From an optimization exercise on the open Yosys and OpenROAD flow, aimed at small area and a short achievable clock period; shortcuts taken in it are not production practice. RTL that was checked went through simulation tests only; none was proved equivalent to the original.

== before ==
==> module ALU_pre, before the edit <==
module ALU_pre (
    input   logic [4:0]     op_i,
    input   logic [31:0]    a_i,
    input   logic [31:0]    b_i,
    output  logic [31:0]    p_o,
    output  logic [31:0]    g_o,
    output  logic [3:0]     sel_o
);
    logic is_add, is_sub, is_xor, is_or, is_and, is_sll, is_sra, is_srl;
    logic is_jalr, is_eq, is_ne, is_cmp, is_scmp, is_lt, is_shr, is_sh;
    logic neg, arith, kx, kn;
    always_comb begin
        is_add  = op_i == 5'd0;
        is_sub  = op_i == 5'd1;
        is_xor  = op_i == 5'd2;
        is_or   = op_i == 5'd3;
        is_and  = op_i == 5'd4;
        is_sll  = op_i == 5'd5;
        is_sra  = op_i == 5'd8;
        is_srl  = op_i == 5'd9;
        is_jalr = op_i == 5'd10;
        is_eq   = op_i == 5'd11;
        is_ne   = op_i == 5'd12;
        is_cmp  = (op_i == 5'd6) | (op_i == 5'd7) | (op_i == 5'd13) |
                  (op_i == 5'd14) | (op_i == 5'd15) | (op_i == 5'd16);
        is_scmp = (op_i == 5'd6) | (op_i == 5'd13) | (op_i == 5'd15);
        is_lt   = (op_i == 5'd6) | (op_i == 5'd7) | (op_i == 5'd13) | (op_i == 5'd14);
        is_shr  = is_sra | is_srl;
        is_sh   = is_shr | is_sll;
        neg     = is_sub | is_cmp | is_eq | is_ne;
        arith   = is_add | is_jalr | is_sub | is_cmp;
        kx      = arith | is_xor | is_or | is_eq | is_ne;
        kn      = is_or | is_and;
    end
    logic t00, t01, t10, t11, g0s, g1s;
    always_comb begin
        t00 = neg;                                    
        t01 = (kx & ~neg);                            
        t10 = (kx & ~neg) | is_shr;                   
        t11 = neg | kn | is_shr;                      
        g1s = is_add | is_jalr;                       
        g0s = is_sub | is_cmp;                        
    end
    logic [31:0] a_rev;
    always_comb for (int i = 0; i < 32; i++) a_rev[i] = a_i[31-i];
    logic big;
    assign big = |b_i[31:5];
    always_comb begin
        for (int i = 0; i < 32; i++) begin
            p_o[i] = (b_i[i] ? (a_i[i] ? t11 : t01) : (a_i[i] ? t10 : t00)) |
                     (is_sll & a_rev[i]);
            g_o[i] = a_i[i] & (b_i[i] ? g1s : g0s);
        end
        if (is_scmp) g_o[31] = ~a_i[31] & b_i[31];
        if (is_jalr) p_o[0] = 1'b0;
        if (is_sub)  p_o[0] = a_i[0] ^ b_i[0];
        if (is_cmp)  p_o[0] = is_lt;
        if (is_eq)   p_o[0] = 1'b0;
        if (is_ne)   p_o[0] = 1'b1;
        if (is_sub | is_cmp) g_o[0] = a_i[0] | ~b_i[0];
        if (is_eq | is_ne)   g_o[0] = a_i[0] ~^ b_i[0];
        if (is_sh)   g_o = {26'b0, is_sra, b_i[4:0] | {5{big}}};
        sel_o = {is_sll & ~big, is_sra | (is_srl & ~big), is_cmp | is_eq | is_ne,
                 ~(is_sh | is_cmp | is_eq | is_ne)};
    end
endmodule
==> flow/config.mk <==
export PLATFORM = sky130hd
export DESIGN_NAME = alu_stage
export DESIGN_NICKNAME = alu_stage
export VERILOG_FILES = /design/flow/design.v
export SDC_FILE = /design/flow/constraint.sdc
export NUM_CORES = 4
export LEC_CHECK = 0
export ABC_AREA = 1
export CAP_MARGIN = 20
export CORE_MARGIN = 2
export CORE_UTILIZATION = 40
export SETUP_SLACK_MARGIN = 3.0
export SLEW_MARGIN = 20
export SYNTH_HIERARCHICAL = 1
export TNS_END_PERCENT = 100
==> flow/constraint.sdc <==
create_clock -name core_clock -period 5.0 [get_ports {clk}]
set_input_delay 1.0000 -clock core_clock [delete_from_list [all_inputs] [get_ports {clk}]]
set_output_delay 1.0000 -clock core_clock [all_outputs]
set_load 0.01 [all_outputs]
standard.sh (not shown) runs the stock make flow with config.mk's settings and CLKGATE_MAP_FILE= SYNTH_SCRIPT=/design/flow/synth_recipe.tcl, a recipe that flattens the netlist after the stock synthesis.
==> flow/flow/run.sh <==
#!/bin/bash
# Standard layout, with plain buffers (instead of the delay cells that
# buffer_ports picks by default) on the input and output ports.
set -euo pipefail
bash standard.sh BUFFER_PORTS_ARGS="-buffer_cell sky130_fd_sc_hd__buf_2" finish > standard_make.log 2>&1
before completed every stage of the flow, and the final layout passed the timing, design-rule and antenna checks.
## Diff of input files: after against before
==> flow/design.v, changed modules only <==
module ALU_pre (
    input   logic [4:0]     op_i,
    input   logic [31:0]    a_i,
    input   logic [31:0]    b_i,
    output  logic [31:0]    p_o,
    output  logic [31:0]    g_o,
    output  logic [3:0]     sel_o
);
    logic is_add, is_sub, is_xor, is_or, is_and, is_sll, is_sra, is_srl;
    logic is_jalr, is_eq, is_ne, is_cmp, is_scmp, is_lt, is_shr, is_sh;
    logic neg, arith, kx, kn;
    always_comb begin
        is_add  = op_i == 5'd0;
        is_sub  = op_i == 5'd1;
        is_xor  = op_i == 5'd2;
        is_or   = op_i == 5'd3;
        is_and  = op_i == 5'd4;
        is_sll  = op_i == 5'd5;
        is_sra  = op_i == 5'd8;
        is_srl  = op_i == 5'd9;
        is_jalr = op_i == 5'd10;
        is_eq   = op_i == 5'd11;
        is_ne   = op_i == 5'd12;
        is_cmp  = (op_i == 5'd6) | (op_i == 5'd7) | (op_i == 5'd13) |
                  (op_i == 5'd14) | (op_i == 5'd15) | (op_i == 5'd16);
        is_scmp = (op_i == 5'd6) | (op_i == 5'd13) | (op_i == 5'd15);
        is_lt   = (op_i == 5'd6) | (op_i == 5'd7) | (op_i == 5'd13) | (op_i == 5'd14);
        is_shr  = is_sra | is_srl;
        is_sh   = is_shr | is_sll;
        neg     = is_sub | is_cmp | is_eq | is_ne;
        arith   = is_add | is_jalr | is_sub | is_cmp;
        kx      = arith | is_xor | is_or | is_eq | is_ne;
        kn      = is_or | is_and;
    end
    logic [31:0] x, n, m, a_rev;
    assign x = a_i ^ b_i;
    assign n = a_i & b_i;
    assign m = a_i & ~b_i;
    always_comb for (int i = 0; i < 32; i++) a_rev[i] = a_i[31-i];
    logic big;
    assign big = |b_i[31:5];
    always_comb begin
        p_o = ({32{kx}}     & (x ^ {32{neg}})) |
              ({32{kn}}     & n) |
              ({32{is_shr}} & a_i) |
              ({32{is_sll}} & a_rev);
        for (int i = 0; i < 32; i++)
            g_o[i] = a_i[i] & (b_i[i] ? (is_add | is_jalr) : (is_sub | is_cmp));
        if (is_scmp) g_o[31] = ~a_i[31] & b_i[31];
        if (is_jalr) p_o[0] = 1'b0;
        if (is_sub)  p_o[0] = x[0];
        if (is_cmp)  p_o[0] = is_lt;
        if (is_eq)   p_o[0] = 1'b0;
        if (is_ne)   p_o[0] = 1'b1;
        if (is_sub | is_cmp) g_o[0] = a_i[0] | ~b_i[0];
        if (is_eq | is_ne)   g_o[0] = ~x[0];
        if (is_sh)   g_o[5:0] = {is_sra, b_i[4:0] | {5{big}}};   
        sel_o = {is_sll & ~big, is_sra | (is_srl & ~big), is_cmp | is_eq | is_ne,
                 ~(is_sh | is_cmp | is_eq | is_ne)};
    end
endmodule
--- outcome ---
For the global routing met2 resource utilization, after came in 2.0 points lower than before did. Final net count on after is up relative to before. Compared with before, in after count of cell instances traversed by the critical path -1; time the worst path needs with I/O delays and setup -0.19 ns. Taking before as the reference point, the post-CTS setup-driven buffer insertion count of after falls by 23. Sequential fraction of the synthesis area is higher on before. As far as clock tree cell share of total cell area is concerned, after and before perform about the same. Per the comparison of after with before, cell count increased by 2.9% relative to the old numbers, final instance area fell about 2.2%, synthesized-area fraction occupied by ao, oa, aoi and oai cells went down. Looking at library cell contributing the largest single delay on the critical path, the nor3_4 result is from before; the clkinvlp_4 one comes from after.
No functional check of the RTL was part of before.

port drivers added, routing unchanged:
Ports are ideal in the flow. The routed layouts listed here were re-timed in OpenROAD.
Step 1, drivers: a clkbuf_16 drives clk and a buf_2 each remaining input, both assumed.
Step 2 adds t to the input delays and takes it off the output delays; t is the mean of the earliest and latest rising clock arrival at the registers after step 1. Input paths then give back, and output paths get back, about the clock's delay inside the block.
Slacks: ideal / step 1 / step 2; pairs: ideal / step 1.
| run | shift t [ns] | setup slack, ns | clock arrival spread, ns |
|---|---|---|---|
| before | 0.399 | 2.832 / 2.834 / 2.435 | 0.015 / 0.015 |
| after | 0.404 | 3.021 / 3.046 / 2.642 | 0.010 / 0.010 |
After both steps setup and hold are still met in every run listed. The setup slack of before, which loses most, moves by +0.002 ns with the drivers and by -0.397 ns with both steps.
